What follows belongs to an exercise in optimizing a design on an open flow for small area; a production flow would make more cautious choices.
The RTL was checked by simulation tests, not by an equivalence proof against the original design.

==> inputs of build 75 <==
// fft_r4_stage5
module fft_r4_stage5(clk, rst, enable, data_in, data_out);
  input clk;
  input rst;
  input enable;
  input  [31:0] data_in;
  output [31:0] data_out;
  wire [1:0] slot;
  wire valid, clr;
  wire [8:0] mr;
  wire nr;
  wire [7:0] mi;
  wire ni;
  wire [31:0] x;
  rom_addr_generate tw(.clk(clk), .rst(rst), .enable(enable),
                       .slot(slot), .valid(valid), .clr(clr),
                       .mr(mr), .nr(nr), .mi(mi), .ni(ni));
  s4p1_5 #(32) dly(.clk(clk), .enable(enable), .clr(clr),
                   .data_in(data_in), .data_out(x));
  pipe_line_b4_top_5 dp(.clk(clk), .rst(rst), .enable(enable), .slot(slot),
                        .valid(valid), .x(x),
                        .mr(mr), .nr(nr), .mi(mi), .ni(ni),
                        .data_out(data_out));
endmodule
==> module rom_addr_generate, before the edit <==
module rom_addr_generate(clk, rst, enable, slot, valid, clr, mr, nr, mi, ni);
  input clk, rst;
  input enable;
  output [1:0] slot;             
  output valid;
  output clr;                    
  output reg [8:0] mr;
  output reg nr;
  output reg [7:0] mi;
  output reg ni;
  reg [11:0] c;
  reg fresh, vld;
  assign clr = fresh & ~c[1];
  assign slot = c[1:0];
  assign valid = vld | (c[2:0] == 3'b010);
  wire special = fresh && (c[2:0] == 3'b110);
  wire [1:0] k = {c[1], c[0] | special};
  wire [7:0] m = c[11:4];
  wire [9:0] r = {2'b00, m[1:0], m[3:2], m[5:4], m[7:6]};
  wire [9:0] e = (k[0] ? r : 10'd0) + (k[1] ? {r[8:0], 1'b0} : 10'd0);
  wire hi = e[7] & (e[6:0] != 7'd0);
  wire [7:0] jo = hi ? 8'd0 - e[7:0] : e[7:0];
  wire [7:0] tc, ts;
  ROM5_omega tab(.j(jo), .c(tc), .s(ts));
  wire [7:0] qc = hi ? ts : tc;            
  wire [7:0] qs = hi ? tc : ts;            
  wire q1 = (e[9:8] == 2'd1);
  wire kz = (k == 2'd0);
  always @(posedge clk or negedge rst) begin
    if (!rst) begin
      c <= 12'd4052;             
      fresh <= 1'b1;
      vld <= 1'b0;
    end else if (enable) begin
      c <= c + 12'd1;
      if (c[2:0] == 3'b110) fresh <= 1'b0;
      if (c[2:0] == 3'b010) vld <= 1'b1;
    end
  end
  always @(posedge clk) begin
    if (enable) begin
      mr <= kz ? 9'd256 : {1'b0, q1 ? qs : qc};
      nr <= ~kz & (e[9:8] != 2'd0);
      mi <= kz ? 8'd0 : (q1 ? qc : qs);
      ni <= e[9:8] != 2'd2;
    end
  end
endmodule
==> module s4p1_5, before the edit <==
module s4p1_5(clk, enable, clr, data_in, data_out);
  parameter WORDLENGTH = 32;
  input clk, enable, clr;
  input  [WORDLENGTH-1:0] data_in;
  output [WORDLENGTH-1:0] data_out;
  reg [WORDLENGTH-1:0] d0, d1, d2;
  assign data_out = d2;
  always @(posedge clk) begin
    if (enable) begin
      d0 <= data_in; d1 <= d0; d2 <= clr ? {WORDLENGTH{1'b0}} : d1;
    end
  end
endmodule
==> module fft_r4_stage5, before the edit <==
module fft_r4_stage5(clk, rst, enable, data_in, data_out);
  input clk;
  input rst;
  input enable;
  input  [31:0] data_in;
  output [31:0] data_out;
  wire [1:0] slot;
  wire valid, clr;
  wire [8:0] mr;
  wire nr;
  wire [7:0] mi;
  wire ni;
  wire [31:0] x;
  rom_addr_generate tw(.clk(clk), .rst(rst), .enable(enable),
                       .slot(slot), .valid(valid), .clr(clr),
                       .mr(mr), .nr(nr), .mi(mi), .ni(ni));
  s4p1_5 #(32) dly(.clk(clk), .enable(enable), .clr(clr),
                   .data_in(data_in), .data_out(x));
  pipe_line_b4_top_5 dp(.clk(clk), .rst(rst), .enable(enable), .slot(slot),
                        .valid(valid), .x(x),
                        .mr(mr), .nr(nr), .mi(mi), .ni(ni),
                        .data_out(data_out));
endmodule
clock: 7.0 ns
lec_check: 0
abc_area: 1
cap_margin: 20
core_margin: 2
core_utilization: 60
gpl_timing_driven: 0
place_density: 0.68
slew_margin: 20
synth_memory_max_bits: 32768
standard.sh (not shown) runs the stock make flow with config.mk's settings and CLKGATE_MAP_FILE= SYNTH_SCRIPT=/design/flow/synth_recipe.tcl, a recipe that flattens the netlist after the stock synthesis.
==> flow/flow/run.sh <==
#!/bin/bash
# The standard layout, with two changes:
#  - the final ABC mapping of the standard synthesis uses flow/abc_area2.script
#    (two rounds of dc2 / dch -f / area-oriented map) instead of abc_area.script;
#    registers, their names and cell types are those of the standard synthesis;
#  - the ports are buffered with sky130_fd_sc_hd__buf_1.
set -euo pipefail
HERE=$(pwd)
cat > my_synth.tcl <<TCL
proc abc {args} {
  set i [lsearch -exact \$args -script]
  if {\$i >= 0} { lset args [expr {\$i + 1}] $HERE/flow/abc_area2.script }
  yosys abc {*}\$args
}
source $HERE/synth_recipe.tcl
TCL
bash standard.sh SYNTH_SCRIPT=$HERE/my_synth.tcl \
  "BUFFER_PORTS_ARGS=-buffer_cell sky130_fd_sc_hd__buf_1" finish > standard.log 2>&1
==> flow/flow/abc_area2.script <==
strash
dc2
dch -f
map -a
strash
dc2
dch -f
map -a
topo
stime -c
buffer -c
upsize -c
dnsize -c
==> inputs of trial 54, as changes to build 75 <==
--- a/flow/design.v
+++ b/flow/design.v
@@ -1,18 +1,17 @@
 `resetall
 `timescale 1ns/1ps
-module rom_addr_generate(clk, rst, enable, slot, valid, clr, mr, nr, mi, ni);
+module rom_addr_generate(clk, rst, enable, slot, valid, fresh, mr, nr, mi, ni);
   input clk, rst;
   input enable;
   output [1:0] slot;             
   output valid;
-  output clr;                    
+  output reg fresh;              
   output reg [8:0] mr;
   output reg nr;
   output reg [7:0] mi;
   output reg ni;
   reg [11:0] c;
-  reg fresh, vld;
-  assign clr = fresh & ~c[1];
+  reg vld;
   assign slot = c[1:0];
   assign valid = vld | (c[2:0] == 3'b010);
   wire special = fresh && (c[2:0] == 3'b110);
@@ -191,16 +190,16 @@
 endmodule
 `resetall
 `timescale 1ns/1ps
-module s4p1_5(clk, enable, clr, data_in, data_out);
+module s4p1_5(clk, enable, data_in, data_out);
   parameter WORDLENGTH = 32;
-  input clk, enable, clr;
+  input clk, enable;
   input  [WORDLENGTH-1:0] data_in;
   output [WORDLENGTH-1:0] data_out;
   reg [WORDLENGTH-1:0] d0, d1, d2;
   assign data_out = d2;
   always @(posedge clk) begin
     if (enable) begin
-      d0 <= data_in; d1 <= d0; d2 <= clr ? {WORDLENGTH{1'b0}} : d1;
+      d0 <= data_in; d1 <= d0; d2 <= d1;
     end
   end
 endmodule
@@ -1491,19 +1490,19 @@
   input  [31:0] data_in;
   output [31:0] data_out;
   wire [1:0] slot;
-  wire valid, clr;
+  wire valid, fresh;
   wire [8:0] mr;
   wire nr;
   wire [7:0] mi;
   wire ni;
   wire [31:0] x;
   rom_addr_generate tw(.clk(clk), .rst(rst), .enable(enable),
-                       .slot(slot), .valid(valid), .clr(clr),
+                       .slot(slot), .valid(valid), .fresh(fresh),
                        .mr(mr), .nr(nr), .mi(mi), .ni(ni));
-  s4p1_5 #(32) dly(.clk(clk), .enable(enable), .clr(clr),
+  s4p1_5 #(32) dly(.clk(clk), .enable(enable),
                    .data_in(data_in), .data_out(x));
   pipe_line_b4_top_5 dp(.clk(clk), .rst(rst), .enable(enable), .slot(slot),
-                        .valid(valid), .x(x),
+                        .valid(valid), .x(fresh ? 32'd0 : x),
                         .mr(mr), .nr(nr), .mi(mi), .ni(ni),
                         .data_out(data_out));
 endmodule
==> flow/run.sh (new file) <==
#!/bin/bash
# synth_recipe.tcl (not shown) runs the flow's synth.tcl, then flattens the netlist and writes it again
# the make line also repeats each setting of config.mk as NAME=value (left out here)
make -C /OpenROAD-flow-scripts/flow DESIGN_CONFIG=/design/flow/config.mk WORK_HOME=/design/flow/orfs CLKGATE_MAP_FILE= SYNTH_SCRIPT=/design/flow/synth_recipe.tcl finish
--- a/flow/config.mk
+++ b/flow/config.mk
@@ -8,8 +8,9 @@
 export ABC_AREA = 1
 export CAP_MARGIN = 20
 export CORE_MARGIN = 2
-export CORE_UTILIZATION = 60
-export GPL_TIMING_DRIVEN = 0
-export PLACE_DENSITY = 0.68
+export CORE_UTILIZATION = 40
+export CTS_BUF_LIST = sky130_fd_sc_hd__clkbuf_16
+export CTS_CLUSTER_DIAMETER = 60
+export CTS_CLUSTER_SIZE = 24
 export SLEW_MARGIN = 20
 export SYNTH_MEMORY_MAX_BITS = 32768
removed: flow/flow/run.sh
removed: flow/flow/abc_area2.script
removed: flow/standard.sh
==> comparison table <==
| quantity | trial 54 | build 75 |
|---|---|---|
| Outcome | complete, no violations | complete, no violations |
| Std-Cell Core Area | 96,850 sq um | 61,940 sq um |
| Routed length on met3 | 6270 um | 9880 um |
| TritonRoute pass-1 iters | 6 | 7 |
| Worst slew pin tran | 931.0 ps | 1377 ps |
| Post-layout min period | 6650 ps | 6801 ps |
| Starting Density | 0.4041 | 0.6098 |
| Finished Core Util | 0.4440 | 0.6896 |
| Global-route wire length before repair | 162,600 um | 172,900 um |
| Sum of routed wire segments on met1 | 45,380 um | 43,240 um |

==> re-timing with driven ports <==
In the flow no input, the clock included, has a driving cell. The finished layouts below were timed again as built, in two steps.
Step 1 (the two cells are an assumption about what drives the block):
set clk [get_ports {clk}]
set_driving_cell -lib_cell sky130_fd_sc_hd__clkbuf_16 $clk
set_driving_cell -lib_cell sky130_fd_sc_hd__buf_2 [delete_from_list [all_inputs] $clk]
Step 2 moves the port delays by t, midway between the first and last clock arrival at a register: inputs arrive t later, outputs are due t later. That takes back most of the time a late clock gives input paths.
Slacks: ideal ports / drivers / drivers and shift; pairs: ideal ports / drivers.
| run | shift t [ns] | slack for setup (ns) | worst setup path after step 2 | pins driven straight from the clock port |
|---|---|---|---|---|
| build 75 | 0.674 | 0.199 / 0.199 / 0.199 | register to register | 1 |
| trial 54 | 0.670 | 0.350 / 0.350 / 0.350 | register to register | 1 |
After both steps every run listed still meets setup and hold.
